Context: an optimization exercise on an open-source flow, tuned for small area, a short achievable clock period and few clock cycles per item. The choices shown serve that exercise and are no tape-out recipe.
In this exercise RTL edits were held to simulation tests only and were not proved equivalent to the original.

job 4055:
// des_enc
module des_enc (
    input         clk,
    input         rst,
    input         in_valid,
    output        in_ready,
    input  [63:0] in_block,
    input  [63:0] in_key,
    output        out_valid,
    output [63:0] out_block
);
Size in the first run: roughly 550 flip-flops, ~200 I/O pins, about 0.060 sq mm of cells after synthesis.
export LEC_CHECK = 0
export CAP_MARGIN = 20
export CORE_MARGIN = 2
export CORE_UTILIZATION = 40
export CTS_CLUSTER_DIAMETER = 100
export CTS_CLUSTER_SIZE = 30
export SLEW_MARGIN = 20
create_clock -name core_clock -period 50.0 [get_ports {clk}]
standard.sh (not shown) runs the stock make flow with config.mk's settings and CLKGATE_MAP_FILE= SYNTH_SCRIPT=/design/flow/synth_recipe.tcl, a recipe that flattens the netlist after the stock synthesis.
==> flow/flow/run.sh <==
#!/bin/bash
# Own flow: the standard layout (standard.sh), with the S-box modules replaced by
# pre-mapped gate-level netlists during synthesis (see swap.tcl).
set -euo pipefail
W=$(pwd)
export SYNTH_CANONICALIZE_TCL=$W/flow/swap.tcl
BUFFER_PORTS_ARGS="-buffer_cell sky130_fd_sc_hd__buf_1" bash standard.sh SETUP_SLACK_MARGIN=39 finish > $W/standard.log 2>&1 || { tail -50 $W/standard.log; exit 1; }
for f in $W/orfs/logs/*/*/*/*.log; do cp "$f" $W/ 2>/dev/null || true; done
tail -5 $W/standard.log
Other scripts of this flow, unchanged in this note and not shown: flow/flow/sbk_gates.v, flow/flow/swap.tcl
Job 4055 has completed all stages; timing, DRC and antenna checks passed.
Testbench counts of job 4055, summed over its fixed seeds: cycles 2,088, items 2,048.
diff inputs: job 4055 => job 8091
==> flow/flow/run.sh <==
#!/bin/bash
# Own flow: the standard layout (standard.sh), with the S-box modules replaced by
# pre-mapped gate-level netlists during synthesis (see swap.tcl).
set -euo pipefail
W=$(pwd)
export SYNTH_CANONICALIZE_TCL=$W/flow/swap.tcl
BUFFER_PORTS_ARGS="-buffer_cell sky130_fd_sc_hd__buf_1" bash standard.sh SETUP_SLACK_MARGIN=38.3 finish > $W/standard.log 2>&1 || { tail -50 $W/standard.log; exit 1; }
for f in $W/orfs/logs/*/*/*/*.log; do cp "$f" $W/ 2>/dev/null || true; done
tail -5 $W/standard.log
==> run notes <==
Comparing job 8091 with job 4055, the via count came out essentially unchanged.
Compared job 8091 against job 4055; global-route usage within noise.
Per the comparison of job 8091 with job 4055, proportion of synthesized area in mux cells held steady; summed area of non-filler cells in the final layout shrank by 0.0023 sq mm.
As far as clock-pin slew reported for the worst setup and hold paths after clock tree synthesis is concerned, job 8091 and job 4055 perform about the same.
STATUS shortest clock period the worst path allows after layout: job 8091 loses against job 4055
For job 4055, the highest signal layer in the routed design was met5, unlike job 8091, where it was met4.
For job 6071, these inputs were changed with respect to job 8091:
==> flow/flow/run.sh <==
#!/bin/bash
# Own flow: the standard layout (standard.sh), with the S-box modules replaced by
# pre-mapped gate-level netlists during synthesis (see swap.tcl).
set -euo pipefail
W=$(pwd)
export SYNTH_CANONICALIZE_TCL=$W/flow/swap.tcl
BUFFER_PORTS_ARGS="-buffer_cell sky130_fd_sc_hd__buf_1" bash standard.sh SETUP_SLACK_MARGIN=38 finish > $W/standard.log 2>&1 || { tail -50 $W/standard.log; exit 1; }
for f in $W/orfs/logs/*/*/*/*.log; do cp "$f" $W/ 2>/dev/null || true; done
tail -5 $W/standard.log
==> comparison <==
Between job 6071 and job 8091, the difference in clock-pin slew reported for the worst setup and hold paths after clock tree synthesis is negligible. The insertion delay of the later-clocked pin in the worst-skew pair on job 6071 is in line with that on job 8091. Going from job 8091 to job 6071, wire length saw little to no change; standard cell area after detailed placement saw little to no change.

========
Starting RTL as in the previous note.
==> flow/config.mk <==
export PLATFORM = sky130hd
export DESIGN_NAME = des_enc
export DESIGN_NICKNAME = des_enc
export VERILOG_FILES = /design/flow/design.v
export SDC_FILE = /design/flow/constraint.sdc
export NUM_CORES = 8
export LEC_CHECK = 0
export CAP_MARGIN = 20
export CORE_MARGIN = 2
export CORE_UTILIZATION = 40
export CTS_CLUSTER_DIAMETER = 100
export CTS_CLUSTER_SIZE = 30
export SLEW_MARGIN = 20
==> flow/constraint.sdc <==
create_clock -name core_clock -period 50.0 [get_ports {clk}]
set_input_delay 10.0000 -clock core_clock [delete_from_list [all_inputs] [get_ports {clk}]]
set_output_delay 10.0000 -clock core_clock [all_outputs]
set_load 0.01 [all_outputs]
==> flow/flow/run.sh <==
#!/bin/bash
# Own flow: the standard layout (standard.sh), with the S-box modules replaced by
# pre-mapped gate-level netlists during synthesis (see swap.tcl).
set -euo pipefail
W=$(pwd)
export SYNTH_CANONICALIZE_TCL=$W/flow/swap.tcl
BUFFER_PORTS_ARGS="-buffer_cell sky130_fd_sc_hd__buf_1" bash standard.sh SETUP_SLACK_MARGIN=38.5 finish > $W/standard.log 2>&1 || { tail -50 $W/standard.log; exit 1; }
for f in $W/orfs/logs/*/*/*/*.log; do cp "$f" $W/ 2>/dev/null || true; done
tail -5 $W/standard.log
Other scripts of this flow, unchanged in this note and not shown: flow/flow/sbk_gates.v, flow/flow/swap.tcl
Testbench counts at the start, summed over its fixed seeds: cycles 2,088, items 2,048.
Change:
==> flow/flow/run.sh (replaced) <==
#!/bin/bash
# Own flow: the standard layout (standard.sh), with the S-box modules replaced by
# pre-mapped gate-level netlists during synthesis (see swap.tcl).
set -euo pipefail
W=$(pwd)
export SYNTH_CANONICALIZE_TCL=$W/flow/swap.tcl
BUFFER_PORTS_ARGS="-buffer_cell sky130_fd_sc_hd__buf_1" bash standard.sh SETUP_SLACK_MARGIN=39 finish > $W/standard.log 2>&1 || { tail -50 $W/standard.log; exit 1; }
for f in $W/orfs/logs/*/*/*/*.log; do cp "$f" $W/ 2>/dev/null || true; done
tail -5 $W/standard.log
- CTS_CLUSTER_DIAMETER: 100 -> unset
- CTS_CLUSTER_SIZE: 30 -> unset
Outcome: The changed run produced a clean layout; clock skew goes down by 0.0060 ns; area after synthesis does not change; count of clock-buffer cells in the layout increases by 44; setup slack is worse by 0.015 ns.
Change:
==> flow/flow/run.sh (replaced) <==
#!/bin/bash
# Own flow: the standard layout (standard.sh), with the S-box modules replaced by
# pre-mapped gate-level netlists during synthesis (see swap.tcl).
set -euo pipefail
W=$(pwd)
export SYNTH_CANONICALIZE_TCL=$W/flow/swap.tcl
BUFFER_PORTS_ARGS="-buffer_cell sky130_fd_sc_hd__buf_1" bash standard.sh SETUP_SLACK_MARGIN=37.5 finish > $W/standard.log 2>&1 || { tail -50 $W/standard.log; exit 1; }
for f in $W/orfs/logs/*/*/*/*.log; do cp "$f" $W/ 2>/dev/null || true; done
tail -5 $W/standard.log
- CTS_CLUSTER_DIAMETER: unset -> 100
- CTS_CLUSTER_SIZE: unset -> 30
After rerunning: Setup slack gets worse by 0.91 ns. Sequential cell count stays the same. Count of clock-buffer cells in the layout went down by 44. Routed wire length went down slightly. Fmax went down by a little under a tenth.

## separate check: timing with driven ports
How much do the figures lean on ideal ports? The routed layouts below were timed once more, with nothing changed but the port constraints. Step 1 (the two cells are an assumption about what drives the block):
set clk [get_ports {clk}]
set_driving_cell -lib_cell sky130_fd_sc_hd__clkbuf_16 $clk
set_driving_cell -lib_cell sky130_fd_sc_hd__buf_2 [delete_from_list [all_inputs] $clk]
Step 2 adds t to the input delays and takes it off the output delays; t is the mean of the earliest and latest rising clock arrival at the registers after step 1. Input paths then give back, and output paths get back, about the clock's delay inside the block. Three values: no drivers, after step 1, after step 2; two values: the first two.
| run | shift t [ns] | setup WS [ns] | worst register clock-pin slew, ns | pins driven straight from the clock port |
|---|---|---|---|---|
| job 4055 | 0.720 | 38.894 / 38.813 / 39.346 | 0.11 / 0.11 | 1 |
| job 8091 | 0.719 | 38.645 / 38.645 / 38.645 | 0.11 / 0.11 | 1 |
| job 6071 | 0.721 | 38.435 / 38.435 / 38.435 | 0.11 / 0.11 | 1 |
| the first run of note 2 | 0.714 | 38.859 / 38.782 / 38.863 | 0.11 / 0.11 | 1 |
| the second run of note 2 | 0.780 | 38.843 / 38.761 / 39.326 | 0.08 / 0.08 | 1 |
| the third run of note 2 | 0.718 | 37.936 / 37.936 / 37.936 | 0.11 / 0.11 | 1 |
After both steps setup and hold are still met in every run listed.
